This is an optimization exercise on Yosys and OpenROAD, whose aim is small area, not a production implementation. In this exercise RTL edits were held to simulation tests only and were not proved equivalent to the original. No activity file was given, so power comes from the tool's default toggle rates.

## flow/run.sh

```bash
#!/bin/bash
# Own layout flow: the standard flow, with
#  - synthesis: abc maps the logic with an area-oriented script (flow/area.abc);
#  - port buffers: the smallest buffer (buf_1) instead of the flow's default choice;
#  - clock tree: small clock buffers and no dummy loads.
set -euo pipefail
W=$(pwd)
export AREA_ABC_SCRIPT=$W/flow/area.abc
export FLOW_SYNTH_TCL=$W/synth_recipe.tcl
bash standard.sh SYNTH_SCRIPT=$W/flow/synth.tcl synth > $W/synth.log 2>&1
bash standard.sh \
  "BUFFER_PORTS_ARGS=-buffer_cell sky130_fd_sc_hd__buf_1" \
  "CTS_ARGS=-sink_clustering_enable -repair_clock_nets -dont_use_dummy_load -sink_clustering_size 18 -sink_clustering_max_diameter 55 -buf_list {sky130_fd_sc_hd__clkbuf_8}" \
  finish > $W/layout.log 2>&1
```

## flow/area.abc

```
strash
&get -n
&deepsyn -T 60
&dch -f
&nf -R 1000
&put
mfs3 -a
topo
```

## flow/synth.tcl

```tcl
# The standard flow's synthesis (synth_recipe.tcl), with only the combinational mapping script of abc
# replaced by flow/area.abc. Registers, their names and cell types are untouched.
proc abc {args} {
  set i [lsearch $args -script]
  if { $i >= 0 } { lset args [expr {$i + 1}] $::env(AREA_ABC_SCRIPT) }
  yosys abc {*}$args
}
source $::env(FLOW_SYNTH_TCL)
```

## standard.sh

```bash
#!/bin/bash
# synth_recipe.tcl (not shown) runs the flow's synth.tcl, then flattens the netlist and writes it again
# the make line also repeats each setting of config.mk as NAME=value (left out here)
make -C /OpenROAD-flow-scripts/flow DESIGN_CONFIG=/design/flow/config.mk WORK_HOME=/design/flow/orfs CLKGATE_MAP_FILE= SYNTH_SCRIPT=/design/flow/synth_recipe.tcl "${@:-finish}"
```

## config.mk

```make
export PLATFORM = sky130hd
export DESIGN_NAME = cpu_system
export DESIGN_NICKNAME = cpu_system
export VERILOG_FILES = /design/flow/design.v
export SDC_FILE = /design/flow/constraint.sdc
export NUM_CORES = 4
export LEC_CHECK = 0
export ABC_AREA = 1
export CAP_MARGIN = 10
export CORE_MARGIN = 2
export CORE_UTILIZATION = 60
export PLACE_DENSITY = 0.7
export SLEW_MARGIN = 10
```

## constraint.sdc

```tcl
create_clock -name core_clock -period 18.0 [get_ports {clk}]
set_input_delay 3.6000 -clock core_clock [delete_from_list [all_inputs] [get_ports {clk}]]
set_output_delay 3.6000 -clock core_clock [all_outputs]
set_load 0.01 [all_outputs]
```

## design.v

```verilog
module ienc (
    input  [31:0] i,
    output [14:0] e
);
    wire [7:0] op  = i[31:24];
    wire [2:0] r1  = i[10:8];
    wire [2:0] r2  = i[2:0];
    wire       hi0 = (op[7:5] == 3'b000);
    wire       br  = hi0 & ~op[4] & ((op[3:0] == 4'h7) | (op[3:0] == 4'hc));
    wire       g1  = hi0 & ((op[4:0] == 5'h00) | (op[4:0] == 5'h06) |
                            (op[4:0] == 5'h0e) | (op[4:0] == 5'h10));
    wire       jmp = hi0 & (op[4:0] == 5'h06);
    wire       swi = hi0 & (op[4:0] == 5'h10);
    wire       g0v = hi0 & ~op[4] & ~br & ~g1;
    wire [2:0] d   = r1 ^ r2;
    wire [1:0] xc;
    assign xc[1] = d[2] ? (r1[2] ? r2[1] : r1[1]) : r1[2];
    assign xc[0] = d[2] ? (r1[2] ? r2[0] : r1[0]) : d[1] ? (r1[1] ? r2[0] : r1[0]) : r1[1];
    wire [1:0] sub1 = {op[4] | op[3], op[4] | (op[1] & ~op[3])};
    wire [3:0] sop  = ~g0v ? 4'h0 : (op[3:0] == 4'h9 && i[7]) ? 4'hc : op[3:0];
    assign e[14]    = br;
    assign e[13]    = br ? op[3] : g1;
    assign e[12:11] = br ? xc : g1 ? sub1 : sop[3:2];
    assign e[10:8]  = swi ? r1 : i[18:16];
    assign e[7:3]   = (br | jmp) ? i[23:19] : g1 ? i[7:3] : {sop[1:0], r1};
    assign e[2:0]   = br ? d : r2;
endmodule
module cpu_system (
    input          clk,
    input          reset,           
    output [31:0]  pc,
    output         imem_read,
    output [5:0]   imem_addr,
    input  [127:0] imem_rdata,
    input          imem_busywait,
    output         dmem_read,
    output         dmem_write,
    output [5:0]   dmem_addr,
    output [31:0]  dmem_wdata,
    input  [31:0]  dmem_rdata,
    input          dmem_busywait
);
    reg  [31:2] pc_q;
    assign pc = {pc_q, 2'b00};
    reg        ic_rd;                  
    reg  [7:0] ic_valid;
    reg  [2:0] ic_tag  [0:7];
    reg [59:0] ic_data [0:7];
    wire [2:0] ic_idx = pc_q[6:4];
    wire       ic_hit = ic_valid[ic_idx] & (ic_tag[ic_idx] == pc_q[9:7]);
    wire       ic_busy = ~ic_hit;
    wire       ic_fill = ic_rd & ~imem_busywait;
    assign imem_read = ic_rd;
    assign imem_addr = pc_q[9:4];
    wire [59:0] ic_wline;
    ienc enc0 (imem_rdata[31:0],   ic_wline[14:0]);
    ienc enc1 (imem_rdata[63:32],  ic_wline[29:15]);
    ienc enc2 (imem_rdata[95:64],  ic_wline[44:30]);
    ienc enc3 (imem_rdata[127:96], ic_wline[59:45]);
    wire [31:0] ic_wsel = 32'd1 << pc_q[6:2];
    reg  [14:0] e;
    integer wi;
    always @(*) begin
        e = 15'd0;
        for (wi = 0; wi < 32; wi = wi + 1)
            e = e | (ic_data[wi / 4][15*(wi % 4) +: 15] & {15{ic_wsel[wi]}});
    end
    always @(posedge clk) begin
        if (reset)
            ic_rd <= 1'b0;
        else
            ic_rd <= ic_busy & ~ic_fill;
    end
    genvar gi;
    generate
        for (gi = 0; gi < 8; gi = gi + 1) begin : icl
            always @(posedge clk) begin
                if (reset)
                    ic_valid[gi] <= 1'b0;
                else if (ic_fill && ic_idx == gi)
                    ic_valid[gi] <= 1'b1;
            end
            always @(posedge clk) begin
                if (ic_fill && ic_idx == gi) begin
                    ic_tag[gi]  <= pc_q[9:7];
                    ic_data[gi] <= ic_wline;
                end
            end
        end
    endgenerate
    wire       br   = e[14];
    wire       g1   = ~e[14] & e[13];
    wire       g0   = ~e[14] & ~e[13];
    wire [3:0] sop  = {e[12:11], e[7:6]};
    wire op_loadi = g1 & (e[12:11] == 2'd0);
    wire op_j     = g1 & (e[12:11] == 2'd1);
    wire op_lwi   = g1 & (e[12:11] == 2'd2);
    wire op_swi   = g1 & (e[12:11] == 2'd3);
    wire op_mov   = g0 & (sop == 4'h1);
    wire op_add   = g0 & (sop == 4'h2);
    wire op_sub   = g0 & (sop == 4'h3);
    wire op_and   = g0 & (sop == 4'h4);
    wire op_or    = g0 & (sop == 4'h5);
    wire op_mult  = g0 & (sop == 4'h8);
    wire op_srl   = g0 & (sop == 4'h9);
    wire op_sll   = g0 & (sop == 4'hc);
    wire op_sra   = g0 & (sop == 4'ha);
    wire op_ror   = g0 & (sop == 4'hb);
    wire op_lwd   = g0 & (sop == 4'hd);
    wire op_swd   = g0 & (sop == 4'hf);
    wire [2:0] pd   = e[2:0];
    wire [2:0] px   = pd[2] ? {1'b0, e[12:11]} : pd[1] ? {e[12], 1'b0, e[11]} : {e[12:11], 1'b0};
    wire [2:0] py   = px ^ pd;
    wire [2:0] rd   = e[10:8];
    wire [2:0] rs1  = br ? px : g1 ? e[10:8] : e[5:3];
    wire [2:0] rs2  = br ? py : e[2:0];
    wire [7:0] imm  = e[7:0];
    wire [7:0] off  = {e[7:3], e[10:8]};
    reg  [7:0] regs [0:7];
    wire [7:0] a = regs[rs1];
    wire [7:0] b = regs[rs2];
    wire [7:0] bb  = b ^ {8{op_sub}};
    wire [7:0] ag  = a & bb;
    wire [7:0] ap  = a ^ bb;
    wire [8:0] cy;
    assign cy[0] = op_sub;
    genvar gk;
    generate
        for (gk = 0; gk < 8; gk = gk + 1) begin : addc
            assign cy[gk+1] = ag[gk] | (ap[gk] & cy[gk]);
        end
    endgenerate
    wire [7:0] addsub = ap ^ cy[7:0];
    wire [7:0] prod;
    mul8 mul0 (a, b, prod);
    wire [2:0] sh    = e[2:0];
    wire       left  = e[11];                    
    wire [2:0] rsh   = left ? (3'd0 - sh) : sh;
    wire [7:0] ro1   = rsh[0] ? {a[0], a[7:1]} : a;
    wire [7:0] ro2   = rsh[1] ? {ro1[1:0], ro1[7:2]} : ro1;
    wire [7:0] ro3   = rsh[2] ? {ro2[3:0], ro2[7:4]} : ro2;
    wire [7:0] topm  = ~(8'hff >> sh);
    wire [7:0] botm  = ~(8'hff << sh);
    wire [7:0] vac   = op_ror ? 8'h00 : left ? botm : topm;
    wire       fill  = op_sra & a[7];
    wire [7:0] shres = (ro3 & ~vac) | ({8{fill}} & vac);
    wire is_sh  = op_srl | op_sll | op_sra | op_ror;
    wire is_mov = ~(op_loadi | op_add | op_sub | op_and | op_or | op_mult | is_sh);
    wire [7:0] alu = ({8{is_mov}} & b) | ({8{op_loadi}} & imm) | ({8{op_add | op_sub}} & addsub) |
                     ({8{op_and}} & ag) | ({8{op_or}} & (ap | ag)) | ({8{op_mult}} & prod) |
                     ({8{is_sh}} & shres);
    wire       is_load  = op_lwi | op_lwd;
    wire       is_store = op_swi | op_swd;
    wire [7:0] daddr    = g1 ? imm : b;
    wire       c_read   = is_load  & ic_hit;
    wire       c_write  = is_store & ic_hit;
    reg        dc_rd, dc_wr;               
    reg  [7:0] dc_valid, dc_dirty;
    reg  [2:0] dc_tag  [0:7];
    reg [31:0] dc_data [0:7];
    wire [2:0] d_idx   = daddr[4:2];
    wire [1:0] d_off   = daddr[1:0];
    wire       d_hit   = dc_valid[d_idx] & (dc_tag[d_idx] == daddr[7:5]);
    wire       d_dirty = dc_dirty[d_idx];
    wire       d_miss  = (c_read | c_write) & ~d_hit;
    wire       dc_busy = d_miss;
    wire       d_fill  = dc_rd & ~dmem_busywait;
    wire       d_whit  = c_write & d_hit;
    wire [31:0] d_line = dc_data[d_idx];
    wire [7:0]  d_byte = d_line[8*d_off +: 8];
    assign dmem_read  = dc_rd;
    assign dmem_write = dc_wr;
    assign dmem_addr  = {dc_wr ? dc_tag[d_idx] : daddr[7:5], d_idx};
    assign dmem_wdata = d_line;
    always @(posedge clk) begin
        if (reset) begin
            dc_rd <= 1'b0;
            dc_wr <= 1'b0;
        end else begin
            dc_rd <= d_miss & (dc_rd ? dmem_busywait : dc_wr ? ~dmem_busywait : ~d_dirty);
            dc_wr <= d_miss & (dc_wr ? dmem_busywait : ~dc_rd & d_dirty);
        end
    end
    wire [31:0] d_wdat = d_fill ? dmem_rdata : {4{a}};
    genvar gd, gb;
    generate
        for (gd = 0; gd < 8; gd = gd + 1) begin : dcl
            always @(posedge clk) begin
                if (reset) begin
                    dc_valid[gd] <= 1'b0;
                    dc_dirty[gd] <= 1'b0;
                end else if (d_idx == gd) begin
                    if (d_fill) begin
                        dc_valid[gd] <= 1'b1;
                        dc_dirty[gd] <= 1'b0;
                    end else if (d_whit) begin
                        dc_dirty[gd] <= 1'b1;
                    end
                end
            end
            always @(posedge clk) begin
                if (d_fill && d_idx == gd)
                    dc_tag[gd] <= daddr[7:5];
            end
            for (gb = 0; gb < 4; gb = gb + 1) begin : byt
                always @(posedge clk) begin
                    if (d_idx == gd && (d_fill || (d_whit && d_off == gb)))
                        dc_data[gd][8*gb +: 8] <= d_wdat[8*gb +: 8];
                end
            end
        end
    endgenerate
    wire busy = ic_busy | dc_busy;
    wire we   = (op_loadi | op_mov | op_add | op_sub | op_and | op_or | op_mult |
                 op_srl | op_sll | op_sra | op_ror | is_load) & ~busy;
    wire [7:0] wd = (is_load ? d_byte : alu) & {8{~reset}};
    genvar gr;
    generate
        for (gr = 0; gr < 8; gr = gr + 1) begin : rf
            always @(posedge clk) begin
                if (reset || (we && rd == gr))
                    regs[gr] <= wd;
            end
        end
    endgenerate
    wire taken = op_j | (br & (e[13] ^ (a == b)));
    wire [7:0]  toff = taken ? off : 8'h00;
    wire [8:0]  lo_sum = {1'b0, pc_q[9:2]} + {1'b0, toff} + 9'd1;
    wire        hi_inc = lo_sum[8] & ~toff[7];
    wire        hi_dec = ~lo_sum[8] & toff[7];
    wire [21:0] hi_x = pc_q[31:10] ^ {22{hi_dec}};
    wire [21:0] hi_p;
    assign hi_p[0] = hi_inc | hi_dec;
    genvar gp;
    generate
        for (gp = 1; gp < 22; gp = gp + 1) begin : pcp
            assign hi_p[gp] = hi_p[gp-1] & hi_x[gp-1];
        end
    endgenerate
    wire [29:0] pc_next = {pc_q[31:10] ^ hi_p, lo_sum[7:0]};
    always @(posedge clk) begin
        if (reset)
            pc_q <= 30'd0;
        else if (!busy)
            pc_q <= pc_next;
    end
endmodule
module mul8 (
    input  [7:0] x,
    input  [7:0] y,
    output [7:0] p
);
    wire [7:0] s [0:7];
    wire [7:0] c [0:7];
    genvar r, k;
    generate
        for (k = 0; k < 8; k = k + 1) begin : row0
            assign s[0][k] = x[k] & y[0];
        end
        for (r = 1; r < 8; r = r + 1) begin : rows
            for (k = 0; k < 8; k = k + 1) begin : col
                if (k < r) begin : pass
                    assign s[r][k] = s[r-1][k];
                end else begin : add
                    wire pp = x[k-r] & y[r];
                    wire cin = (k == r) ? 1'b0 : c[r][k-1];
                    assign s[r][k] = s[r-1][k] ^ pp ^ cin;
                    assign c[r][k] = (s[r-1][k] & pp) | (cin & (s[r-1][k] ^ pp));
                end
            end
        end
    endgenerate
    assign p = s[7];
endmodule
```

==> results.ini, run 1 <==
[routing]
dr.first_iter.drc_count=3991
wl_per_cell_um=30.0
vias_per_cell=6.95
firstDrtPassIters=9
vias=26000
ant_nets=0
drc=0
wl_mm=112

[timing]
fin_crit_sh=0.874
final_hold_viol_count=0
setup_tns_ns=0
max_freq_ghz=0.0635
setup_viol=0
slew_violations=0
fin_crit_ns=15.74
tightestPinTransition_ns=1.33
finalClockSkew_ns=0.103
rsz0062_at_grt=no
maxSlewHeadroom=0.109

[setup_path]
critical_path_buf_inv_count=4
start_kind=flip-flop
crit_path_top_delay_cell=or3_1
max_stage_delay_ns=0.63
required_ns=18.60
crit_family=simple AND/OR/NAND/NOR gates
critical_path_class=flip-flop to flip-flop
end_kind=flip-flop
path_common_cell=nor2_1
arrival_ns=16.34
critical_path.max_fanout=18

[die]
die_area_um2=64100
initial_core_util=0.605
die_h_um=253
core_area_um2=61600
io_pins=243
num_rows=91
fp.dieW_um=253

[logic_synthesis]
synth-adder-area-share=0.0245
synth_edf_count=848
synth_compound_area_frac=0.137
synth-simple-area-share=0.0898
synth-xor-area-share=0.0127
async_flop_share=0
postSynthAreaPerCell_um2=14.6
synth-main-ff-cell=edfxtp_1
synthCells=2553
synth_area_um2=37300
synth_mux_area_frac=0.00940
ys_seq_area_frac=0.714
yosysWarnings=7
synth_cell_types=58
synth-seq-cells=905
synth_top_family_by_area=compound AO/OA/AOI/OAI gates

[global_route]
grt_use_total=0.350
grt_pass1_vias=25000
grt_pass1_wl_mm=162
antenna_found_initial=1
grt_max_degree=62
grt-ovfl-total=0

[clocking]
clk_latency_ns=0.70
cts_tree=built
cts-root-buf=clkbuf_8
cts_buffers=66
cts_setup_buffers=0
cts_resized=0
cts_max_level=3
cts.sinks=905
clk_pin_slew_worst_paths_ns=0.11
clockBufferDepth=3
ctsHoldBuffers=0

[cells_and_area]
multi_input_area_um2=10400
fillers=4444
fin_nets=3131
layout-drive-gt1-share=0.0602
final_area_um2=40700
post_layout_nonfiller_instances=3744
syn2layout_area_growth_pct=9.31
ff_latch_area_um2=26600

[power_and_ir_drop]
irDropWorstVdd_uv=63.9
p_leak_nw=12.9
pwr_density_cell_nw_per_um2=102

[placement]
port_buffers=220
place_congestion=0.974
dp_cells=3677
dp_hpwl_mm=71.5
dpl_cell_area_um2=39800

[run_status]
status=complete, no violations

[run]
maxCapViolCount=0

[min_path]
hp-class=flip-flop to flip-flop

[flip-flops by register name, indices dropped and copies added, names as in the netlist, 24 cells and up]
signal / cells
dc_data: 256
dc_tag: 24
ic_tag: 24
ic_data: 480
regs: 64
pc_q: 30
[cell usage in the layout (no fill, tap or decap), types with 12 or more instances in the layout]
cell and count:
o22ai_1 27, and3_1 17, o21a_1 43, nor2_4 15, xor2_1 14, edfxtp_1 848
xnor2_1 40, buf_1 219, fa_1 22, nor2b_1 26, buf_4 77, nor3b_1 12
a22o_1 46, dfxtp_1 57, a221oi_1 49, nand4_1 54, clkinv_1 103, o21ai_0 79
a22oi_1 153, nand3_1 51, nor2_1 231, mux2i_1 17, mux2_1 16, a222oi_1 127
a21oi_1 54, nand2_1 197, nor3_1 33, nand2b_1 21, ha_1 37, clkbuf_8 66
[area by class of cell]
type / instances / area share
Sequential cell: 905 / 0.653
Multi-Input combinational cell: 1535 / 0.255
Timing Repair Buffer: 297 / 0.0345
Tap cell: 837 / 0.0257
Clock buffer: 66 / 0.0223
Inverter: 103 / 0.00949
Antenna cell: 1 / 0.0000614
[synth_stat cells, drive strengths merged (46+ instances only)]
cell type | instances | area, um^2
edfxtp | 848 | 25500
clkinv | 103 | 387
a222oi | 127 | 1270
nand3 | 51 | 255
a21oi | 54 | 270
nor2 | 253 | 950
dfxtp | 57 | 1140
a22o | 46 | 403
a221oi | 49 | 429
nand2 | 198 | 743
o21ai | 79 | 395
a22oi | 153 | 1150
nand4 | 54 | 338
[routing by layer]
metal / GRT usage / vias to the layer above / wire [um]
met5: 0 / - / 0
met4: 0.144 / 0 / 4900
met3: 0.0558 / 301 / 12500
met2: 0.579 / 1802 / 54400
met1: 0.467 / 12900 / 40700
li1: - / 11000 / -
[worst paths after layout]
| kind | end | cells past startpoint | slack [ns] | from |
|---|---|---|---|---|
| max | pc_q[31] | 67 | 2.26 | pc_q[4] |
| min | dc_valid[2] | 2 | 0.48 | dc_valid[2] |
| max reg2reg | pc_q[31] | 67 | 2.26 | pc_q[4] |
| min reg2reg | dc_valid[2] | 2 | 0.48 | dc_valid[2] |
[worst reg2reg max path, delay by kind of cell, from the launching register on]
family / cells / cell delay [ns]
simple gates: 34 / 7.46
compound gates: 17 / 3.45
fa+ha+maj: 4 / 1.60
mux: 6 / 1.18
buf+inv: 4 / 1.03
flops: 1 / 0.62
xor+xnor: 2 / 0.32
[logic make-up (layout without fill, tap and decap cells)]
family | count (synthesis) | count (layout)
flip-flops | 905 | 905
AND/OR/NAND/NOR | 725 | 725
AO/OA/AOI/OAI | 661 | 661
buffers and inverters | 114 | 466
adder cells (fa/ha/maj) | 60 | 60
XOR/XNOR | 54 | 54
multiplexers | 33 | 33
other | 1 | 3
[where the power goes]
group          total [W]  internal, W  switching (W)
registers        0.00240      0.00239      0.0000152
clock network   0.000937     0.000331       0.000606
logic           0.000804     0.000237       0.000567
total            0.00414      0.00295        0.00119
[metrics by stage]
stage	util	worst slack [ns]	power (W)	hold WS [ns]
after floorplan	-	5.80	0.00291	0.435
after global placement	0.646	3.16	0.00321	0.448
after detailed placement	0.646	2.67	0.00323	0.458
after CTS	0.661	2.56	0.00413	0.473
after global routing	0.661	1.12	0.00427	0.510
final	0.661	2.26	0.00414	0.476
==> inputs of run 2 (changes only) <==
--- a/config.mk
+++ b/config.mk
@@ -11,3 +11,3 @@
 export CORE_UTILIZATION = 60
-export PLACE_DENSITY = 0.7
+export PLACE_DENSITY = 0.78
 export SLEW_MARGIN = 10
==> run 2 against run 1 <==
Against the previous run:
- worst setup slack better by 0.63 ns
- die area stayed put
- clock skew is 0.021 ns higher
- register-to-register slack better by 0.63 ns
- largest power group unchanged
==> results.ini, run 2 <==
[run_status]
status=complete, no violations

[die]
die_area_um2=64100  ; unchanged
num_rows=91  ; unchanged
initial_core_util=0.605  ; unchanged
io_pins=243  ; unchanged
die_h_um=253  ; unchanged
core_area_um2=61600  ; unchanged
fp.dieW_um=253  ; unchanged

[cells_and_area]
largest_reg_flops=480  ; unchanged
syn2layout_area_growth_pct=9.29  ; about the same
antenna_cells=0  ; -1
final_area_um2=40700  ; about the same
fin_nets=3130  ; -0.032%
fillers=4291  ; -3.4%
reg.largest.list=ic_data (480), dc_data (256), regs (64)
postLayoutCoreUtil=0.661  ; about the same
layout-drive-gt1-share=0.0596  ; -0.000668
mostFrequentLayoutCell=edfxtp_1
largest_register=ic_data
post_layout_nonfiller_instances=3742  ; -0.053%
final_cell_mix=edfxtp_1 (848), nor2_1 (237), buf_1 (219)

[global_route]
grt_use_total=0.346  ; -0.00430
antenna_found_initial=0  ; -1
grt-ovfl-total=0  ; unchanged
grt_pass1_wl_mm=162  ; -0.45%
grt_max_degree=65  ; +4.8%
grt_pass1_vias=25400  ; +1.6%

[clocking]
cts_resized=0  ; unchanged
cts-root-buf=clkbuf_8
clockBufferDepth=3  ; unchanged
cts_buffers=66  ; unchanged
ctsHoldBuffers=0  ; unchanged
cts_tree=built
cts_setup_buffers=0  ; unchanged
clk_latency_ns=0.71  ; about the same
cts.sinks=905  ; unchanged
clk_pin_slew_worst_paths_ns=0.11  ; about the same
cts_max_level=3  ; unchanged

[logic_synthesis]
synth-xor-area-share=0.0127  ; unchanged
post-synth-top-area-fraction=0.684  ; unchanged
synth-seq-cells=905  ; unchanged
synth_top_area_cell=edfxtp_1
synth_edf_count=848  ; unchanged
yosys-top-cells-area=edfxtp_1 (68%), a222oi_1 (3.4%), a22oi_1 (3.1%)
yosysMostFrequentCell=edfxtp_1
synth_top_family_by_area=compound AO/OA/AOI/OAI gates
synth-adder-area-share=0.0245  ; unchanged
synth_compound_area_frac=0.137  ; unchanged
synth_area_um2=37300  ; unchanged
synthCells=2553  ; unchanged
synth-main-ff-cell=edfxtp_1
ys_seq_area_frac=0.714  ; unchanged
synth-simple-area-share=0.0898  ; unchanged
async_flop_share=0  ; unchanged
postSynthAreaPerCell_um2=14.6  ; unchanged
synthTopCellsByCount=edfxtp_1 (848), nor2_1 (253), nand2_1 (198)
synth_mux_area_frac=0.00940  ; unchanged
synth_cell_types=58  ; unchanged
yosysWarnings=7  ; unchanged

[routing]
vias=26100  ; +0.44%
firstDrtPassIters=7  ; -2
drc=0  ; unchanged
vias_per_cell=6.99  ; +0.49%
wl_mm=111  ; -1.3%
dr.first_iter.drc_count=4285  ; +7.4%
wl_per_cell_um=29.7  ; -1.2%
ant_nets=0  ; unchanged

[placement]
dp_hpwl_mm=70.1  ; -2.0%
place_congestion=0.966  ; -0.79%
dp_cells=3676  ; -0.027%
port_buffers=220  ; unchanged
dpl_cell_area_um2=39800  ; about the same

[timing]
rsz0062_at_grt=no
fin_crit_sh=0.839  ; -0.0350
tightestPinTransition_ns=1.22  ; -0.108 ns
fin_crit_ns=15.11  ; -0.629 ns
finalClockSkew_ns=0.125  ; +0.0214 ns
maxSlewHeadroom=0.182  ; +0.0723
final_hold_viol_count=0  ; unchanged
max_freq_ghz=0.0662  ; +4.2%
setup_viol=0  ; unchanged
setup_tns_ns=0  ; unchanged
slew_violations=0  ; unchanged

[setup_path]
crit_path_top_delay_cell=or4_1
crit_start=pc_q[4]
start_kind=flip-flop
required_ns=18.58  ; -0.02 ns
critical_path.max_fanout=18  ; unchanged
max_stage_delay_ns=0.78  ; +0.15 ns
critical_path_class=flip-flop to flip-flop
rr_startpoint=pc_q[4]
end_kind=flip-flop
path_common_cell=nor2_1
arrival_ns=15.68  ; -0.66 ns

[min_path]
hp-class=flip-flop to flip-flop
hold_start=pc_q[31]

[power_and_ir_drop]
p_leak_nw=12.9  ; about the same
irDropWorstVdd_uv=56.8  ; -11%
pwr_density_cell_nw_per_um2=102  ; -0.15%
power_w=0.00414  ; -0.17%

[run]
maxCapViolCount=0  ; unchanged

[run 2: kinds of logic (layout without fill, tap and decap cells)]
family                     after synthesis  in the layout
other                                    1              2
muxes                                   33             33
and+or+nand+nor                        725            725
xor gates and xnor gates                54             54
adders and majority gates               60             60
DFF                                    905            905
AOI/OAI and AO/OA                      661            661
buffers and inverters                  114            465
[run 2: layout make-up]
| cell class | count | area [um^2] | share of cell area |
|---|---|---|---|
| Inverter | 103 | 387 | 0.00950 |
| Tap cell | 837 | 1050 | 0.0257 |
| Sequential cell | 905 | 26600 | 0.653 |
| Timing Repair Buffer | 296 | 1400 | 0.0343 |
| Multi-Input combinational cell | 1535 | 10400 | 0.255 |
| Clock buffer | 66 | 908 | 0.0223 |
[run 2: path summary, 6_finish.rpt]
kind | cells past startpoint | end | slack [ns]
worst max-delay path | 66 | pc_q[31] | 2.89
worst min-delay path | 1 | pc_q[31] | 0.48
worst max register to register | 66 | pc_q[31] | 2.89
worst min register to register | 1 | pc_q[31] | 0.48
[run 2: metrics by stage]
stage | hold slack, ns | worst slack (ns)
final | 0.479 | 2.89
after global routing | 0.501 | 1.34
after CTS | 0.481 | 2.88
after detailed placement | 0.460 | 2.98
after global placement | 0.445 | 3.52
after floorplan | 0.435 | 5.80
[run 2: critical path, delay by kind of cell (launching register included)]
kind                       cells  cell delay [ns]
muxes                          6             1.14
and+or+nand+nor               32             6.86
buffers and inverters          6             1.38
DFF                            1             0.58
adders and majority gates      4             1.58
AOI/OAI and AO/OA             17             3.35
xor gates and xnor gates       1             0.11
[run 2: power by group]
| part | total [W] | switching, W | internal (W) |
|---|---|---|---|
| Clock | 0.000933 | 0.000602 | 0.000331 |
| Combinational | 0.000800 | 0.000565 | 0.000235 |
| Sequential | 0.00240 | 0.0000161 | 0.00239 |
[run 2: per-layer routing]
layer / up-vias / routed length (um) / GRT usage
li1: 11000 / - / -
met1: 12600 / 37500 / 0.450
met2: 2217 / 53400 / 0.570
met3: 382 / 14700 / 0.0651
met4: 0 / 5450 / 0.159
met5: - / 0 / 0
==> inputs of run 3 (changes only) <==
--- a/design.v
+++ b/design.v
@@ -121,3 +121,4 @@
     wire [7:0] b = regs[rs2];
-    wire [7:0] bb  = b ^ {8{op_sub}};
+    wire       inv = op_sub | br;               
+    wire [7:0] bb  = b ^ {8{inv}};
     wire [7:0] ag  = a & bb;
@@ -125,3 +126,3 @@
     wire [8:0] cy;
-    assign cy[0] = op_sub;
+    assign cy[0] = inv;
     genvar gk;
@@ -225,3 +226,3 @@
     endgenerate
-    wire taken = op_j | (br & (e[13] ^ (a == b)));
+    wire taken = op_j | (br & (e[13] ^ (&ap)));      
     wire [7:0]  toff = taken ? off : 8'h00;
--- a/config.mk
+++ b/config.mk
@@ -11,3 +11,3 @@
 export CORE_UTILIZATION = 60
-export PLACE_DENSITY = 0.78
+export PLACE_DENSITY = 0.7
 export SLEW_MARGIN = 10
==> run 3 against run 2 <==
Against the previous run:
- still clean
- cell count decreased by 0.32%
- cell area fell by 0.17%
- utilization down 0.11 points
- worst setup slack improved by 0.80 ns
- first-iteration DRC count is 11% lower
- clock skew fell by 0.038 ns
- sequential power barely moved
- synthesized cell count shrank 0.43%
- routed wire length rose by 1.4%
- hold slack improved by 0.0047 ns
- sequential cell count is the same
- critical path type unchanged
- largest cell class unchanged
- largest power group unchanged
- highest routed layer unchanged
==> results.ini, run 3 <==
[clocking]
clk_pin_slew_worst_paths_ns=0.10  ; about the same
cts_buffers=67  ; +1.5%
cts_setup_buffers=0  ; unchanged
cts.sinks=905  ; unchanged
ctsHoldBuffers=0  ; unchanged
cts_max_level=3  ; unchanged
clk_latency_ns=0.70  ; about the same
clockBufferDepth=3  ; unchanged
cts_resized=0  ; unchanged
cts-root-buf=clkbuf_8
cts_tree=built

[global_route]
grt_max_degree=72  ; +11%
grt_pass1_vias=24900  ; -1.9%
grt-ovfl-total=0  ; unchanged
grt_pass1_wl_mm=162  ; about the same
grt_use_total=0.350  ; +0.00439
antenna_found_initial=1  ; +1

[setup_path]
max_stage_delay_ns=1.00  ; +0.22 ns
critical_path_buf_inv_count=5  ; -1
critical_path_class=flip-flop to flip-flop
crit_family=simple AND/OR/NAND/NOR gates
rr_startpoint=pc_q[5]
reg2reg_to=pc_q[31]
required_ns=18.54  ; -0.04 ns
path_common_cell=nor2_1
arrival_ns=14.84  ; -0.84 ns
ff2ff_path_depth=59  ; -11%
start_kind=flip-flop
crit_path_top_delay_cell=nor3_1
end_kind=flip-flop
critical_path.max_fanout=18  ; unchanged
r2r_slack_ns=3.70  ; +0.80 ns

[timing]
max_freq_ghz=0.0699  ; +5.6%
setup_viol=0  ; unchanged
setup_slack_ns=3.70  ; +0.804 ns
final_hold_viol_count=0  ; unchanged
tightestPinTransition_ns=1.33  ; +0.116 ns
finalClockSkew_ns=0.0862  ; -0.0384 ns
maxSlewHeadroom=0.108  ; -0.0736
slew_violations=0  ; unchanged
fin_crit_ns=14.30  ; -0.804 ns
rsz0062_at_grt=no
setup_tns_ns=0  ; unchanged
fin_crit_sh=0.795  ; -0.0446

[die]
io_pins=243  ; unchanged
die_area_um2=64200  ; about the same
num_rows=91  ; unchanged
core_area_um2=61600  ; unchanged
fp.dieW_um=253  ; about the same
initial_core_util=0.605  ; about the same
die_h_um=253  ; about the same

[cells_and_area]
syn2layout_area_growth_pct=9.00
largest_register=ic_data
reg.largest.list=ic_data (480), dc_data (256), regs (64)
fillers=4367  ; +1.8%
largest_reg_flops=480  ; unchanged
mostFrequentLayoutCell=edfxtp_1
final_area_um2=40600  ; -0.17%
fin_nets=3116  ; -0.45%
layout-drive-gt1-share=0.0553  ; -0.00423
final_cell_mix=edfxtp_1 (848), nor2_1 (244), buf_1 (219)
postLayoutCoreUtil=0.660  ; -0.00110

[routing]
dr.first_iter.drc_count=3805  ; -11%
vias=25800  ; -1.4%
wl_per_cell_um=30.2  ; +1.7%
firstDrtPassIters=8  ; +1
wl_mm=113  ; +1.4%
vias_per_cell=6.91  ; -1.1%
drc=0  ; unchanged
ant_nets=0  ; unchanged

[logic_synthesis]
synthCells=2542  ; -0.43%
postSynthAreaPerCell_um2=14.7  ; +0.53%
yosys-top-cells-area=edfxtp_1 (68%), a22oi_1 (3.3%), dfxtp_1 (3.1%)
synth_edf_count=848  ; unchanged
synth_top_area_cell=edfxtp_1
synth-main-ff-cell=edfxtp_1
async_flop_share=0  ; unchanged
synth-seq-cells=905  ; unchanged
synthTopCellsByCount=edfxtp_1 (848), nor2_1 (260), a22oi_1 (163)
yosysMostFrequentCell=edfxtp_1
ys_seq_area_frac=0.713  ; about the same
yosysWarnings=7  ; unchanged
synth_cell_types=57  ; -1.7%
post-synth-top-area-fraction=0.683  ; about the same
synth_area_um2=37300  ; about the same

[run]
maxCapViolCount=0  ; unchanged

[power_and_ir_drop]
power_w=0.00414  ; +0.12%
irDropWorstVdd_uv=60.4  ; +6.4%
p_leak_nw=12.9  ; +0.16%
pwr_density_cell_nw_per_um2=102  ; +0.29%

[min_path]
hp-class=flip-flop to flip-flop
hold_start=dc_dirty[6]
holdPathStages=2  ; +1
min_to=dc_dirty[6]

[placement]
port_buffers=220  ; unchanged
dp_hpwl_mm=71.4  ; +1.9%
dpl_cell_area_um2=39700  ; -0.15%
pre_cts_ws_ns=4.07  ; +1.10 ns
place_congestion=0.934  ; -3.4%

[run_status]
status=complete, no violations

## run 3: power breakdown
part | leakage [nW] | switching (W) | internal, W
registers | 8.28 | 0.0000153 | 0.00239
clock network | 0.482 | 0.000603 | 0.000336
logic | 4.16 | 0.000564 | 0.000237
## run 3: tightest hold or removal path, delay by kind of cell (launching register included)
kind	cells	cell delay (ns)
flip-flops	1	0.33
buffers and inverters	1	0.04
AO/OA/AOI/OAI	1	0.07
## run 3: logic make-up (layout without fill, tap and decap cells)
group	after synthesis	count (layout)	share of synthesized area
AO/OA/AOI/OAI	686	686	0.142
XOR/XNOR	57	57	0.0134
adder cells (fa/ha/maj)	61	61	0.0247
buffers and inverters	117	466	0.0129
flip-flops	905	905	0.713
multiplexers	24	24	0.00738
other	1	3	0.000101
AND/OR/NAND/NOR	691	691	0.0860
## run 3: worst max path at each step
stage | start | end | slack [ns] | cells past startpoint
2_1_floorplan | pc_q[6] | pc_q[31] | 7.08 | 51
3_3_place_gp | pc_q[5] | pc_q[31] | 4.71 | 59
3_5_place_dp | pc_q[5] | pc_q[31] | 4.07 | 59
4_1_cts | pc_q[5] | pc_q[31] | 4.00 | 59
5_1_grt | pc_q[5] | pc_q[31] | 2.46 | 59
6_report | pc_q[5] | pc_q[31] | 3.70 | 59
## run 3: area by class of cell
class	instances	area, um^2	share of cell area
Tap cell	837	1050	0.0258
Clock buffer	67	922	0.0227
Sequential cell	905	26600	0.655
Antenna cell	1	2.50	0.0000616
Multi-Input combinational cell	1521	10300	0.253
Inverter	106	398	0.00979
Timing Repair Buffer	293	1380	0.0338
## run 3: metal layers
metal  wire length [um]  vias up  track usage  share of wire
li1                   -    11000            -              -
met1              39800    12600        0.461           0.35
met2              53300     1878        0.567           0.47
met3              13600      331       0.0645           0.12
met4               5870        0        0.169          0.052
met5                  0        -            0              0
## run 3: per-stage QoR
step / instances / hold WS, ns
2_1_floorplan: 2543 / 0.435
3_3_place_gp: 3662 / 0.451
3_5_place_dp: 3662 / 0.460
4_1_cts: 3729 / 0.481
5_1_grt: 3730 / 0.501
6_report: 3730 / 0.483
==> inputs of run 4 (changes only) <==
--- a/flow/run.sh
+++ b/flow/run.sh
@@ -12,3 +12,3 @@
   "BUFFER_PORTS_ARGS=-buffer_cell sky130_fd_sc_hd__buf_1" \
-  "CTS_ARGS=-sink_clustering_enable -repair_clock_nets -dont_use_dummy_load -sink_clustering_size 18 -sink_clustering_max_diameter 55 -buf_list {sky130_fd_sc_hd__clkbuf_8}" \
+  "CTS_ARGS=-sink_clustering_enable -repair_clock_nets -dont_use_dummy_load -sink_clustering_size 20 -sink_clustering_max_diameter 58 -buf_list {sky130_fd_sc_hd__clkbuf_8}" \
   finish > $W/layout.log 2>&1
==> run 4 against run 3 <==
Against the previous run:
- worst setup slack improved by 0.17 ns
- non-clock buffer count increased by 1
- clock skew increased by 0.022 ns
- first-iteration DRC count about the same
- critical path depth unchanged
- synthesized cell count unchanged
- highest routed layer unchanged
- register-to-register slack improved by 0.17 ns
- sequential cell count unchanged
- largest cell class unchanged
==> results.ini, run 4 <==
[setup_path]
critical_path_buf_inv_count=5  ; unchanged
ff2ff_path_depth=59  ; unchanged
arrival_ns=14.76  ; -0.08 ns
required_ns=18.62  ; +0.08 ns
r2r_slack_ns=3.86  ; +0.17 ns
reg2reg_to=pc_q[31]
start_kind=flip-flop
critical_path.max_fanout=18  ; unchanged
path_common_cell=nor2_1
max_stage_delay_ns=0.99  ; about the same
rr_startpoint=pc_q[5]
crit_family=simple AND/OR/NAND/NOR gates
crit_start=pc_q[5]
crit_path_top_delay_cell=nor3_1
end_kind=flip-flop
critical_path_class=flip-flop to flip-flop

[clocking]
cts_max_level=2  ; -1
ctsHoldBuffers=0  ; unchanged
clk_latency_ns=0.75  ; +0.05 ns
cts-root-buf=clkbuf_8
clk_pin_slew_worst_paths_ns=0.12  ; +0.02 ns
clockBufferDepth=3  ; unchanged
cts_buffers=56  ; -16%
cts_tree=built
cts_setup_buffers=0  ; unchanged
cts.sinks=905  ; unchanged
cts_resized=0  ; unchanged

[min_path]
hp-class=flip-flop to flip-flop
min_to=ic_valid[6]
holdPathStages=2  ; unchanged
hold_start=ic_valid[6]

[logic_synthesis]
synth_cell_types=57  ; unchanged
synth_area_um2=37300  ; unchanged
synthCells=2542  ; unchanged
synthTopCellsByCount=edfxtp_1 (848), nor2_1 (260), a22oi_1 (163)
synth_top_area_cell=edfxtp_1
synth_edf_count=848  ; unchanged
yosysWarnings=7  ; unchanged
post-synth-top-area-fraction=0.683  ; unchanged
synth-seq-cells=905  ; unchanged
yosys-top-cells-area=edfxtp_1 (68%), a22oi_1 (3.3%), dfxtp_1 (3.1%)
ys_seq_area_frac=0.713  ; unchanged
postSynthAreaPerCell_um2=14.7  ; unchanged
async_flop_share=0  ; unchanged
yosysMostFrequentCell=edfxtp_1
synth-main-ff-cell=edfxtp_1

[timing]
max_freq_ghz=0.0707  ; +1.2%
setup_tns_ns=0  ; unchanged
finalClockSkew_ns=0.108  ; +0.0222 ns
slew_violations=0  ; unchanged
hold-worst-slack_ns=0.485  ; +0.00191 ns
rsz0062_at_grt=no
fin_crit_sh=0.785  ; -0.00932
setup_viol=0  ; unchanged
maxSlewHeadroom=0.108  ; -0.000311
final_hold_viol_count=0  ; unchanged
fin_crit_ns=14.14  ; -0.168 ns
tightestPinTransition_ns=1.34  ; +0.000465 ns

[die]
die_area_um2=64200  ; unchanged
num_rows=91  ; unchanged
io_pins=243  ; unchanged
initial_core_util=0.605  ; unchanged
die_h_um=253  ; unchanged
fp.dieW_um=253  ; unchanged
core_area_um2=61600  ; unchanged

[routing]
wl_met1_mm=40.2  ; +1.1%
wl_per_cell_um=30.2  ; about the same
wl_mm=112  ; -0.21%
wl_met3_mm=13.0  ; -4.2%
vias_per_cell=6.91  ; about the same
top_layer_used=met4
wl_met2_mm=53.5  ; +0.33%
drc=0  ; unchanged
ant_nets=0  ; unchanged
vias=25700  ; -0.21%
firstDrtPassIters=8  ; unchanged
dr.first_iter.drc_count=3802  ; -0.079%

[global_route]
grt_use_total=0.349  ; -0.00136
grt_max_degree=72  ; unchanged
grt_pass1_vias=24900  ; -0.26%
antenna_found_initial=1  ; unchanged
grt-ovfl-total=0  ; unchanged
grt_pass1_wl_mm=161  ; -0.19%

[placement]
dp_hpwl_mm=71.4  ; unchanged
port_buffers=220  ; unchanged
dp_cells=3662  ; unchanged
place_congestion=0.934  ; unchanged

[cells_and_area]
syn2layout_area_growth_pct=8.60
postLayoutCoreUtil=0.657  ; -0.00246
post_layout_nonfiller_instances=3720  ; -0.27%
largest_reg_flops=480  ; unchanged
reg.largest.list=ic_data (480), dc_data (256), regs (64)
mostFrequentLayoutCell=edfxtp_1
largest_register=ic_data
final_cell_mix=edfxtp_1 (848), nor2_1 (244), buf_1 (219)
layout-drive-gt1-share=0.0517  ; -0.00362
fin_nets=3106  ; -0.32%

[power_and_ir_drop]
irDropWorstVdd_uv=69.5  ; +15%
pwr_density_cell_nw_per_um2=100  ; -1.4%
p_leak_nw=12.8  ; -0.59%

[run]
maxCapViolCount=0  ; unchanged

[run_status]
status=complete, no violations

## run 4: cell counts after synthesis
Identical to the previous run, type by type.
## run 4: where the power goes
part / leakage, nW / internal [W] / switching [W] / total (W)
Clock: 0.403 / 0.000279 / 0.000590 / 0.000868
Sequential: 8.28 / 0.00239 / 0.0000151 / 0.00240
Combinational: 4.17 / 0.000238 / 0.000563 / 0.000801
Total: 12.8 / 0.00290 / 0.00117 / 0.00407
## run 4: final cells by class
cell class	count	area, um^2
flip-flops and latches	905	26600
fillers	4379	21100
multi-input cells	1521	10300
repair buffers	294	1380
well taps	837	1050
clock buffers	56	771
inverters	106	398
diodes	1	2.50
## run 4: how the worst max path moves through the flow
stage,end,cells past startpoint
2_1_floorplan,pc_q[31],51
3_3_place_gp,pc_q[31],59
3_5_place_dp,pc_q[31],59
4_1_cts,pc_q[31],59
5_1_grt,pc_q[31],59
6_report,pc_q[31],59
## run 4: metrics by stage
stage / total power, W / area (um^2) / setup WS [ns]
global placement: 0.00321 / 39700 / 4.71
floorplan: 0.00290 / 37300 / 7.08
detailed placement: 0.00323 / 39700 / 4.07
CTS: 0.00406 / 40500 / 4.03
finish: 0.00407 / 40500 / 3.86
global route: 0.00420 / 40500 / 2.53
## run 4: layer usage
| layer | global-route usage | up-vias |
|---|---|---|
| met2 | 0.567 | 1809 |
| met1 | 0.461 | 12600 |
| met5 | 0 | - |
| met3 | 0.0638 | 308 |
| met4 | 0.160 | 0 |
| li1 | - | 11000 |
## run 4: cell families after synthesis
kind of cell	Yosys count	synth area share
compound gates	686	0.142
xor+xnor	57	0.0134
fa+ha+maj	61	0.0247
buf+inv	117	0.0129
flops	905	0.713
mux	24	0.00738
other cells	1	0.000101
simple gates	691	0.0860
## run 4: tightest hold or removal path, stage by stage (launching register included)
cell	delay [ns]
dfxtp_1	0.34
nor2_1	0.05
nor2_1	0.07
==> inputs of run 5 (changes only) <==
--- a/config.mk
+++ b/config.mk
@@ -8,3 +8,3 @@
 export ABC_AREA = 1
-export CAP_MARGIN = 10
+export CAP_MARGIN = 5
 export CORE_MARGIN = 2
@@ -12,2 +12,2 @@
 export PLACE_DENSITY = 0.7
-export SLEW_MARGIN = 10
+export SLEW_MARGIN = 5
==> run 5 against run 4 <==
Against the previous run:
- critical endpoint unchanged
- critical path type unchanged
- register-to-register slack worse by 0.02 ns
- clock skew increased by 0.00086 ns
- first-iteration DRC count fell by 0.58%
- cell area barely moved
- still clean on timing, DRC and antenna
- utilization about the same
==> results.ini, run 5 <==
[setup_path]
critical_path.max_fanout=18  ; unchanged
arrival_ns=14.78  ; +0.02 ns
start_kind=flip-flop
required_ns=18.62  ; about the same
ff2ff_path_depth=59  ; unchanged
crit_path_top_delay_cell=nor3_1
path_common_cell=nor2_1
max_stage_delay_ns=1.00  ; about the same
critical_path_class=flip-flop to flip-flop
end_kind=flip-flop

[logic_synthesis]
yosysMostFrequentCell=edfxtp_1
synth-main-ff-cell=edfxtp_1
ys_seq_area_frac=0.713  ; unchanged
synth_area_um2=37300  ; unchanged
synth_edf_count=848  ; unchanged
async_flop_share=0  ; unchanged
synth_top_area_cell=edfxtp_1
yosysWarnings=7  ; unchanged
synthCells=2542  ; unchanged
yosys-top-cells-area=edfxtp_1 (68%), a22oi_1 (3.3%), dfxtp_1 (3.1%)
synth-seq-cells=905  ; unchanged
synthTopCellsByCount=edfxtp_1 (848), nor2_1 (260), a22oi_1 (163)
postSynthAreaPerCell_um2=14.7  ; unchanged
post-synth-top-area-fraction=0.683  ; unchanged
synth_cell_types=57  ; unchanged

[clocking]
clk_latency_ns=0.75  ; about the same
cts_max_level=2  ; unchanged
clk_pin_slew_worst_paths_ns=0.11  ; about the same
cts-root-buf=clkbuf_8
cts_buffers=56  ; unchanged
cts_setup_buffers=0  ; unchanged
clockBufferDepth=3  ; unchanged
ctsHoldBuffers=0  ; unchanged
cts_resized=0  ; unchanged
cts_tree=built
cts.sinks=905  ; unchanged

[routing]
wl_per_cell_um=30.2  ; about the same
dr.first_iter.drc_count=3780  ; -0.58%
wl_mm=112  ; about the same
vias_per_cell=6.92  ; +0.10%
ant_nets=0  ; unchanged
drc=0  ; unchanged
firstDrtPassIters=8  ; unchanged
vias=25700  ; +0.078%

[die]
io_pins=243  ; unchanged
num_rows=91  ; unchanged
die_area_um2=64200  ; unchanged
core_area_um2=61600  ; unchanged
die_h_um=253  ; unchanged
fp.dieW_um=253  ; unchanged
initial_core_util=0.605  ; unchanged

[timing]
finalClockSkew_ns=0.109  ; +0.000859 ns
slew_violations=0  ; unchanged
final_hold_viol_count=0  ; unchanged
setup_slack_ns=3.84  ; -0.0226 ns
setup_tns_ns=0  ; unchanged
tightestPinTransition_ns=1.35  ; +0.00973 ns
max_freq_ghz=0.0706  ; -0.16%
fin_crit_ns=14.16  ; +0.0226 ns
rsz0062_at_grt=no
hold-worst-slack_ns=0.482  ; -0.00347 ns
maxSlewHeadroom=0.101  ; -0.00650
setup_viol=0  ; unchanged
fin_crit_sh=0.787  ; +0.00125

[placement]
dp_cells=3662  ; unchanged
port_buffers=220  ; unchanged
place_congestion=0.934  ; unchanged
pre_cts_ws_ns=4.07  ; unchanged
dp_hpwl_mm=71.4  ; unchanged

[power_and_ir_drop]
pwr_density_cell_nw_per_um2=101  ; about the same
irDropWorstVdd_uv=69.9  ; +0.49%
p_leak_nw=12.8  ; about the same

[cells_and_area]
syn2layout_area_growth_pct=8.58  ; about the same
mostFrequentLayoutCell=edfxtp_1
largest_register=ic_data
final_cell_mix=edfxtp_1 (848), nor2_1 (244), buf_1 (219)
largest_reg_flops=480  ; unchanged
fin_nets=3105  ; -0.032%
layout-drive-gt1-share=0.0514  ; -0.000329
reg.largest.list=ic_data (480), dc_data (256), regs (64)
post_layout_nonfiller_instances=3719  ; -0.027%

[global_route]
grt_pass1_vias=24900  ; unchanged
grt_use_total=0.349  ; unchanged
antenna_found_initial=1  ; unchanged
grt_pass1_wl_mm=161  ; unchanged
grt-ovfl-total=0  ; unchanged
grt_max_degree=72  ; unchanged

[min_path]
holdPathStages=2  ; unchanged
hp-class=flip-flop to flip-flop

[run]
maxCapViolCount=0  ; unchanged

[run_status]
status=complete, no violations

## run 5: cell counts after synthesis
No cell type changed its count.
## run 5: power breakdown
part	switching, W	internal, W
logic	0.000563	0.000237
clock network	0.000591	0.000279
registers	0.0000151	0.00239
total	0.00117	0.00290
## run 5: final cells by class
cell class | instances | area, um^2
Antenna cell | 1 | 2.50
Clock buffer | 56 | 771
Fill cell | 4378 | 21100
Inverter | 106 | 398
Multi-Input combinational cell | 1521 | 10300
Sequential cell | 905 | 26600
Tap cell | 837 | 1050
Timing Repair Buffer | 293 | 1380
## run 5: logic make-up (layout without fill, tap and decap cells)
logic type	after synthesis	after routing	share of synthesized area
AO/OA/AOI/OAI	686	686	0.142
XOR/XNOR	57	57	0.0134
adder cells (fa/ha/maj)	61	61	0.0247
buffers and inverters	117	455	0.0129
flip-flops	905	905	0.713
multiplexers	24	24	0.00738
other	1	3	0.000101
AND/OR/NAND/NOR	691	691	0.0860
## run 5: critical path, delay by kind of cell (launching register included)
family / cells / cell delay (ns)
fa+ha+maj: 4 / 1.64
xor+xnor: 3 / 0.97
mux: 3 / 0.77
flops: 1 / 0.70
simple gates: 29 / 6.55
compound gates: 15 / 2.52
buf+inv: 5 / 0.85
## run 5: stage by stage
stage               total power (W)  utilization  area (um^2)
floorplan                   0.00290            -        37300
detailed placement          0.00323        0.645        39700
finish                      0.00407        0.657        40500
global placement            0.00321        0.645        39700
CTS                         0.00406        0.657        40500
global route                0.00420        0.657        40500
## run 5: layer usage
metal | wire [um] | GRT usage | up-vias
li1 | - | - | 10900
met5 | 0 | 0 | -
met2 | 53400 | 0.567 | 1809
met3 | 13000 | 0.0638 | 312
met4 | 5610 | 0.160 | 0
met1 | 40300 | 0.461 | 12700
## run 5: path summary, 6_finish.rpt
path,start,endpoint,slack (ns)
setup reg to reg,pc_q[5],pc_q[31],3.84
setup / recovery,pc_q[5],pc_q[31],3.84
hold / removal,ic_valid[6],ic_valid[6],0.48
hold reg to reg,ic_valid[6],ic_valid[6],0.48
==> inputs of run 6 (changes only) <==
--- a/config.mk
+++ b/config.mk
@@ -8,6 +8,6 @@
 export ABC_AREA = 1
-export CAP_MARGIN = 5
+export CAP_MARGIN = 10
 export CORE_MARGIN = 2
-export CORE_UTILIZATION = 60
-export PLACE_DENSITY = 0.7
-export SLEW_MARGIN = 5
+export CORE_UTILIZATION = 64
+export PLACE_DENSITY = 0.74
+export SLEW_MARGIN = 10
==> run 6 against run 5 <==
Against the previous run:
- via count rose by 0.24%
- sequential power about the same
- cell area decreased by 0.32%
- cell count down 2.1%
- non-clock buffer count shrank 7
- critical path depth down 3
- routed wire length down 1.3%
- sequential cell count unchanged
- critical path type unchanged
- critical endpoint unchanged
- highest routed layer unchanged
==> results.ini, run 6 <==
[timing]
final_hold_viol_count=0  ; unchanged
hold-worst-slack_ns=0.480  ; -0.00223 ns
finalClockSkew_ns=0.104  ; -0.00489 ns
fin_crit_sh=0.796  ; +0.00947
fin_crit_ns=14.33  ; +0.170 ns
max_freq_ghz=0.0698  ; -1.2%
rsz0062_at_grt=no
setup_tns_ns=0  ; unchanged
maxSlewHeadroom=0.174  ; +0.0726
slew_violations=0  ; unchanged
setup_viol=0  ; unchanged
tightestPinTransition_ns=1.23  ; -0.115 ns

[setup_path]
max_stage_delay_ns=0.97  ; -0.03 ns
crit_start=pc_q[6]
arrival_ns=14.97  ; +0.19 ns
rr_startpoint=pc_q[6]
crit_family=simple AND/OR/NAND/NOR gates
required_ns=18.64  ; +0.02 ns
critical_path_class=flip-flop to flip-flop
path_common_cell=nor2_1
r2r_slack_ns=3.67  ; -0.17 ns
reg2reg_to=pc_q[31]
ff2ff_path_depth=56  ; -5.1%
critical_path.max_fanout=18  ; unchanged
end_kind=flip-flop
start_kind=flip-flop
critical_path_buf_inv_count=4  ; -1
crit_path_top_delay_cell=nor3_1

[clocking]
cts_setup_buffers=0  ; unchanged
cts.sinks=905  ; unchanged
clockBufferDepth=3  ; unchanged
ctsHoldBuffers=0  ; unchanged
cts-root-buf=clkbuf_8
clk_latency_ns=0.74  ; about the same
cts_buffers=56  ; unchanged
cts_tree=built
cts_max_level=2  ; unchanged
clk_pin_slew_worst_paths_ns=0.12  ; about the same
cts_resized=0  ; unchanged

[min_path]
min_to=pc_q[31]
holdPathStages=1  ; -1
hp-class=flip-flop to flip-flop
hold_start=pc_q[31]

[logic_synthesis]
synth_area_um2=37300  ; unchanged
synth-simple-area-share=0.0860  ; unchanged
ys_seq_area_frac=0.713  ; unchanged
synthCells=2542  ; unchanged
yosysWarnings=7  ; unchanged
postSynthAreaPerCell_um2=14.7  ; unchanged
yosysMostFrequentCell=edfxtp_1
yosys-top-cells-area=edfxtp_1 (68%), a22oi_1 (3.3%), dfxtp_1 (3.1%)
synth_top_family_by_area=compound AO/OA/AOI/OAI gates
post-synth-top-area-fraction=0.683  ; unchanged
synth_top_area_cell=edfxtp_1
synth_edf_count=848  ; unchanged
synth-main-ff-cell=edfxtp_1
synth_compound_area_frac=0.142  ; unchanged
synth_cell_types=57  ; unchanged
synth-seq-cells=905  ; unchanged
synthTopCellsByCount=edfxtp_1 (848), nor2_1 (260), a22oi_1 (163)
synth-adder-area-share=0.0247  ; unchanged
synth-xor-area-share=0.0134  ; unchanged
synth_mux_area_frac=0.00738  ; unchanged
async_flop_share=0  ; unchanged

[placement]
dp_hpwl_mm=70.6  ; -1.2%
dp_cells=3583  ; -2.2%
port_buffers=220  ; unchanged
place_congestion=0.940  ; +0.69%

[cells_and_area]
reg.largest.list=ic_data (480), dc_data (256), regs (64)
largest_register=ic_data
fillers=3940  ; -10%
mostFrequentLayoutCell=edfxtp_1
layout-drive-gt1-share=0.0501  ; -0.00127
multi_input_area_um2=10300  ; +0.13%
final_cell_mix=edfxtp_1 (848), nor2_1 (244), buf_1 (219)
ff_latch_area_um2=26600  ; unchanged
fin_nets=3098  ; -0.23%
syn2layout_area_growth_pct=8.24
largest_reg_flops=480  ; unchanged
post_layout_nonfiller_instances=3640  ; -2.1%

[global_route]
grt-ovfl-total=0  ; unchanged
antenna_found_initial=1  ; unchanged
grt_pass1_wl_mm=161  ; about the same
grt_use_total=0.368  ; +0.0188
grt_max_degree=64  ; -11%
grt_pass1_vias=24800  ; -0.25%

[die]
initial_core_util=0.646  ; +0.0409
fp.dieW_um=245  ; -3.1%
die_h_um=245  ; -3.1%
num_rows=88  ; -3.3%
io_pins=243  ; unchanged
core_area_um2=57700  ; -6.3%
die_area_um2=60200  ; -6.2%

[routing]
vias=25800  ; +0.24%
wl_per_cell_um=30.5  ; +0.87%
vias_per_cell=7.09  ; +2.4%
wl_mm=111  ; -1.3%
ant_nets=0  ; unchanged
dr.first_iter.drc_count=4080  ; +7.9%
drc=0  ; unchanged
firstDrtPassIters=6  ; -2

[run_status]
status=complete, no violations

[power_and_ir_drop]
p_leak_nw=12.8  ; -0.23%
pwr_density_cell_nw_per_um2=101  ; +0.40%
irDropWorstVdd_uv=102  ; +45%

[run]
maxCapViolCount=0  ; unchanged

run 6: how the worst max path moves through the flow:
stage / endpoint / slack [ns] / cells past startpoint
after floorplan: pc_q[31] / 7.08 / 51
after global placement: pc_q[31] / 4.38 / 58
after detailed placement: pc_q[31] / 4.06 / 55
after CTS: pc_q[31] / 4.00 / 56
after global routing: pc_q[31] / 2.50 / 55
final: pc_q[31] / 3.67 / 56
run 6: kinds of logic (layout without fill, tap and decap cells):
family	count (synthesis)	count (layout)
DFF	905	905
adders and majority gates	61	61
AOI/OAI and AO/OA	686	686
and+or+nand+nor	691	691
other	1	3
buffers and inverters	117	448
xor gates and xnor gates	57	57
muxes	24	24
run 6: where the power goes:
group	switching (W)	internal [W]
registers	0.0000148	0.00239
logic	0.000568	0.000239
clock network	0.000589	0.000279
total	0.00117	0.00290
run 6: per-stage QoR:
step | setup slack, ns | utilization | area [um^2] | power (W)
2_1_floorplan | 7.08 | - | 37300 | 0.00290
3_3_place_gp | 4.38 | 0.686 | 39600 | 0.00321
3_5_place_dp | 4.06 | 0.686 | 39600 | 0.00323
4_1_cts | 4.00 | 0.699 | 40300 | 0.00405
5_1_grt | 2.50 | 0.700 | 40400 | 0.00420
6_report | 3.67 | 0.700 | 40400 | 0.00407
run 6: layout make-up:
class	instances	area share
Tap cell	765	0.0237
Multi-Input combinational cell	1521	0.255
Timing Repair Buffer	286	0.0328
Clock buffer	56	0.0191
Antenna cell	1	0.0000620
Inverter	106	0.00986
Sequential cell	905	0.659
run 6: worst reg2reg max path: cells and delay by family (launching register included):
kind | cells | cell delay, ns
adder cells (fa/ha/maj) | 3 | 0.83
AO/OA/AOI/OAI | 13 | 2.83
AND/OR/NAND/NOR | 30 | 7.53
buffers and inverters | 4 | 0.98
XOR/XNOR | 3 | 0.78
flip-flops | 1 | 0.58
multiplexers | 3 | 0.75
run 6: routing by layer:
| layer | share of wire | track usage |
|---|---|---|
| met1 | 0.34 | 0.496 |
| met2 | 0.47 | 0.587 |
| met3 | 0.14 | 0.0726 |
| met4 | 0.052 | 0.166 |
| met5 | 0 | 0 |
==> inputs of run 7 (changes only) <==
--- a/design.v
+++ b/design.v
@@ -121,4 +121,3 @@
     wire [7:0] b = regs[rs2];
-    wire       inv = op_sub | br;               
-    wire [7:0] bb  = b ^ {8{inv}};
+    wire [7:0] bb  = b ^ {8{op_sub}};
     wire [7:0] ag  = a & bb;
@@ -126,3 +125,3 @@
     wire [8:0] cy;
-    assign cy[0] = inv;
+    assign cy[0] = op_sub;
     genvar gk;
@@ -226,3 +225,3 @@
     endgenerate
-    wire taken = op_j | (br & (e[13] ^ (&ap)));      
+    wire taken = op_j | (br & (e[13] ^ (a == b)));
     wire [7:0]  toff = taken ? off : 8'h00;
--- a/flow/run.sh
+++ b/flow/run.sh
@@ -12,3 +12,3 @@
   "BUFFER_PORTS_ARGS=-buffer_cell sky130_fd_sc_hd__buf_1" \
-  "CTS_ARGS=-sink_clustering_enable -repair_clock_nets -dont_use_dummy_load -sink_clustering_size 20 -sink_clustering_max_diameter 58 -buf_list {sky130_fd_sc_hd__clkbuf_8}" \
+  "CTS_ARGS=-sink_clustering_enable -repair_clock_nets -dont_use_dummy_load -sink_clustering_size 10 -sink_clustering_max_diameter 40 -buf_list {sky130_fd_sc_hd__clkbuf_4 sky130_fd_sc_hd__clkbuf_8}" \
   finish > $W/layout.log 2>&1
--- a/config.mk
+++ b/config.mk
@@ -10,4 +10,4 @@
 export CORE_MARGIN = 2
-export CORE_UTILIZATION = 64
-export PLACE_DENSITY = 0.74
+export CORE_UTILIZATION = 60
+export PLACE_DENSITY = 0.7
 export SLEW_MARGIN = 10
==> run 7 against run 6 <==
Against the previous run:
- sequential power about the same
- largest power group unchanged
- fmax shrank 8.6%
- utilization is 2.8 points lower
- cell count increased by 4.1%
- critical endpoint unchanged
- synthesized cell count is 0.43% higher
==> results.ini, run 7 <==
[die]
die_area_um2=64100  ; +6.5%
io_pins=243  ; unchanged
die_h_um=253  ; +3.2%
core_area_um2=61600  ; +6.8%
initial_core_util=0.605  ; -0.0415
num_rows=91  ; +3.4%
fp.dieW_um=253  ; +3.2%

[setup_path]
critical_path_class=flip-flop to flip-flop
critical_path_buf_inv_count=4  ; unchanged
setup.worst_path.end=pc_q[31]
cp.depth=67  ; +20%
start_kind=flip-flop
end_kind=flip-flop
reg2reg_to=pc_q[31]
max_stage_delay_ns=0.63  ; -0.34 ns
arrival_ns=16.31  ; +1.34 ns
path_common_cell=nor2_1
crit_start=pc_q[4]
critical_path.max_fanout=18  ; unchanged
crit_path_top_delay_cell=or3_1
crit_family=simple AND/OR/NAND/NOR gates
r2r_slack_ns=2.33  ; -1.34 ns
rr_startpoint=pc_q[4]
ff2ff_path_depth=67  ; +20%
required_ns=18.64  ; about the same

[logic_synthesis]
synth_top_area_cell=edfxtp_1
ys_seq_area_frac=0.714  ; about the same
synth-simple-area-share=0.0898  ; +0.00388
synthCells=2553  ; +0.43%
synth_top_family_by_area=compound AO/OA/AOI/OAI gates
yosys-top-cells-area=edfxtp_1 (68%), a222oi_1 (3.4%), a22oi_1 (3.1%)
synth_cell_types=58  ; +1.8%
synth-adder-area-share=0.0245  ; -0.000177
synthTopCellsByCount=edfxtp_1 (848), nor2_1 (253), nand2_1 (198)
synth-main-ff-cell=edfxtp_1
synth-seq-cells=905  ; unchanged
post-synth-top-area-fraction=0.684  ; about the same
yosysMostFrequentCell=edfxtp_1
synth-xor-area-share=0.0127  ; -0.000692
async_flop_share=0  ; unchanged
synth_area_um2=37300  ; about the same
synth_mux_area_frac=0.00940  ; +0.00202
synth_compound_area_frac=0.137  ; -0.00544
postSynthAreaPerCell_um2=14.6  ; -0.53%
yosysWarnings=7  ; unchanged
synth_edf_count=848  ; unchanged

[clocking]
cts_tree=built
cts-root-buf=clkbuf_8
clk_pin_slew_worst_paths_ns=0.07  ; -0.05 ns
ctsHoldBuffers=0  ; unchanged
cts_resized=0  ; unchanged
cts_setup_buffers=0  ; unchanged
clockBufferDepth=3  ; unchanged
cts_max_level=3  ; +1
cts.sinks=905  ; unchanged
clk_latency_ns=0.75  ; about the same
cts_buffers=112  ; +100%

[timing]
setup_viol=0  ; unchanged
rsz0062_at_grt=no
tightestPinTransition_ns=1.29  ; +0.0642 ns
hold-worst-slack_ns=0.470  ; -0.00950 ns
final_hold_viol_count=0  ; unchanged
fin_crit_ns=15.67  ; +1.34 ns
setup_tns_ns=0  ; unchanged
finalClockSkew_ns=0.126  ; +0.0214 ns
maxSlewHeadroom=0.131  ; -0.0423
slew_violations=0  ; unchanged
max_freq_ghz=0.0638  ; -8.6%
fin_crit_sh=0.871  ; +0.0746

[power_and_ir_drop]
power_w=0.00441  ; +8.3%
irDropWorstVdd_uv=75.9  ; -25%
pwr_density_cell_nw_per_um2=107  ; +5.7%
p_leak_nw=13.2  ; +3.2%

[global_route]
grt_use_met2=0.581  ; -0.00518
antenna_found_initial=1  ; unchanged
grt-ovfl-total=0  ; unchanged
grt_max_degree=62  ; -3.1%
grt_pass1_vias=25400  ; +2.5%
grt_use_total=0.353  ; -0.0151
grt_pass1_wl_mm=163  ; +1.2%
grt_busiest_layer=met2
gr-usage-met1=0.470  ; -0.0263
use_met3=0.0546  ; -0.0180

[routing]
drc=0  ; unchanged
vias_per_cell=6.89  ; -2.7%
wl_mm=113  ; +2.1%
dr.first_iter.drc_count=3972  ; -2.6%
firstDrtPassIters=12  ; +6
wl_per_cell_um=29.9  ; -2.0%
ant_nets=0  ; unchanged
vias=26100  ; +1.3%

[cells_and_area]
largest_reg_flops=480  ; unchanged
mostFrequentLayoutCell=edfxtp_1
layout-drive-gt1-share=0.0749  ; +0.0248
fin_nets=3177  ; +2.6%
syn2layout_area_growth_pct=11.0
reg.largest.list=ic_data (480), dc_data (256), regs (64)
final_cell_mix=edfxtp_1 (848), nor2_1 (231), buf_1 (219)
largest_register=ic_data

[placement]
port_buffers=220  ; unchanged
dp_hpwl_mm=71.5  ; +1.3%
place_congestion=0.974  ; +3.6%

[run_status]
status=complete, no violations

[run]
maxCapViolCount=0  ; unchanged

[min_path]
hp-class=flip-flop to flip-flop

==> run 7: cell types whose count changed after synthesis, sizes merged, moves of 8 or more <==
cell | before | now
a22o | 72 | 46
a22oi | 163 | 153
xor2 | 24 | 14
o21ai | 62 | 79
nand2 | 159 | 198
nand3 | 59 | 51
a222oi | 113 | 127
o21bai | 17 | 4
mux2i | 5 | 17
==> run 7: final cells by class <==
type	count	area, um^2
diodes	2	5.00
clock buffers	112	1540
fillers	4362	20200
inverters	103	387
multi-input cells	1535	10400
flip-flops and latches	905	26600
well taps	837	1050
repair buffers	297	1410
==> run 7: worst min-delay path by stage <==
stage	startpoint	endpoint	slack (ns)	depth (start not counted)
floorplan	dc_valid[0]	dc_valid[0]	0.43	2
CTS	pc_q[31]	pc_q[31]	0.47	1
finish	dc_valid[2]	dc_valid[2]	0.47	2
global placement	ic_valid[1]	ic_valid[1]	0.45	2
detailed placement	dc_valid[2]	dc_valid[2]	0.46	2
global route	pc_q[31]	pc_q[31]	0.51	1
==> run 7: per-layer routing <==
metal | vias to the layer above | routed length, um
met3 | 269 | 12500
met4 | 0 | 4860
met5 | - | 0
met1 | 12900 | 41100
li1 | 11100 | -
met2 | 1877 | 54700
==> run 7: power by group <==
group	leakage, nW	switching [W]	total [W]	internal (W)
clock	0.805	0.000654	0.00120	0.000546
sequential	8.29	0.0000156	0.00241	0.00239
combinational	4.12	0.000568	0.000805	0.000237
total	13.2	0.00124	0.00441	0.00317
==> run 7: logic make-up after synthesis <==
kind of cell             Yosys count
adder cells (fa/ha/maj)           60
buffers and inverters            114
flip-flops                       905
other                              1
multiplexers                      33
AO/OA/AOI/OAI                    661
XOR/XNOR                          54
AND/OR/NAND/NOR                  725
==> run 7: worst min-delay path: cells and delay by family (launching register included) <==
family,cells,cell delay (ns)
flip-flops,1,0.33
AND/OR/NAND/NOR,2,0.11
==> run 7: metrics by stage <==
stage	std cells	util	worst slack, ns	cell area [um^2]
global route	3790	0.671	1.18	41400
detailed placement	3677	0.646	2.67	39800
floorplan	2554	-	5.80	37300
global placement	3677	0.646	3.16	39800
CTS	3789	0.671	2.62	41400
finish	3791	0.671	2.33	41400

==> static timing again, ports no longer ideal <==
No port has a modelled driver above. Below, the same layouts with a new extraction and two added sets of constraints.
Step 1 sets driving cells, clkbuf_16 on the clock port and buf_2 on the other inputs (assumed; they add their load-dependent delay and slew).
Step 2, shift: input delay + t, output delay - t, t = (earliest + latest rising clock arrival at the registers) / 2. This alone moves slack from input paths to output paths.
a / b / c = ideal ports / drivers / drivers and shift; a / b = the first two.
run | t (ns) | slack for setup (ns) | worst setup path after step 2 | pins driven straight from the clock port
run 1 | 0.716 | 2.262 / 2.262 / 2.262 | register to register | 1
run 2 | 0.707 | 2.892 / 2.892 / 2.892 | register to register | 1
run 3 | 0.723 | 3.695 / 3.695 / 3.695 | register to register | 1
run 4 | 0.754 | 3.863 / 3.863 / 3.863 | register to register | 1
run 5 | 0.754 | 3.840 / 3.840 / 3.840 | register to register | 1
run 6 | 0.752 | 3.670 / 3.670 / 3.670 | register to register | 1
run 7 | 0.752 | 2.327 / 2.327 / 2.327 | register to register | 1
After both steps every run listed still meets setup and hold.
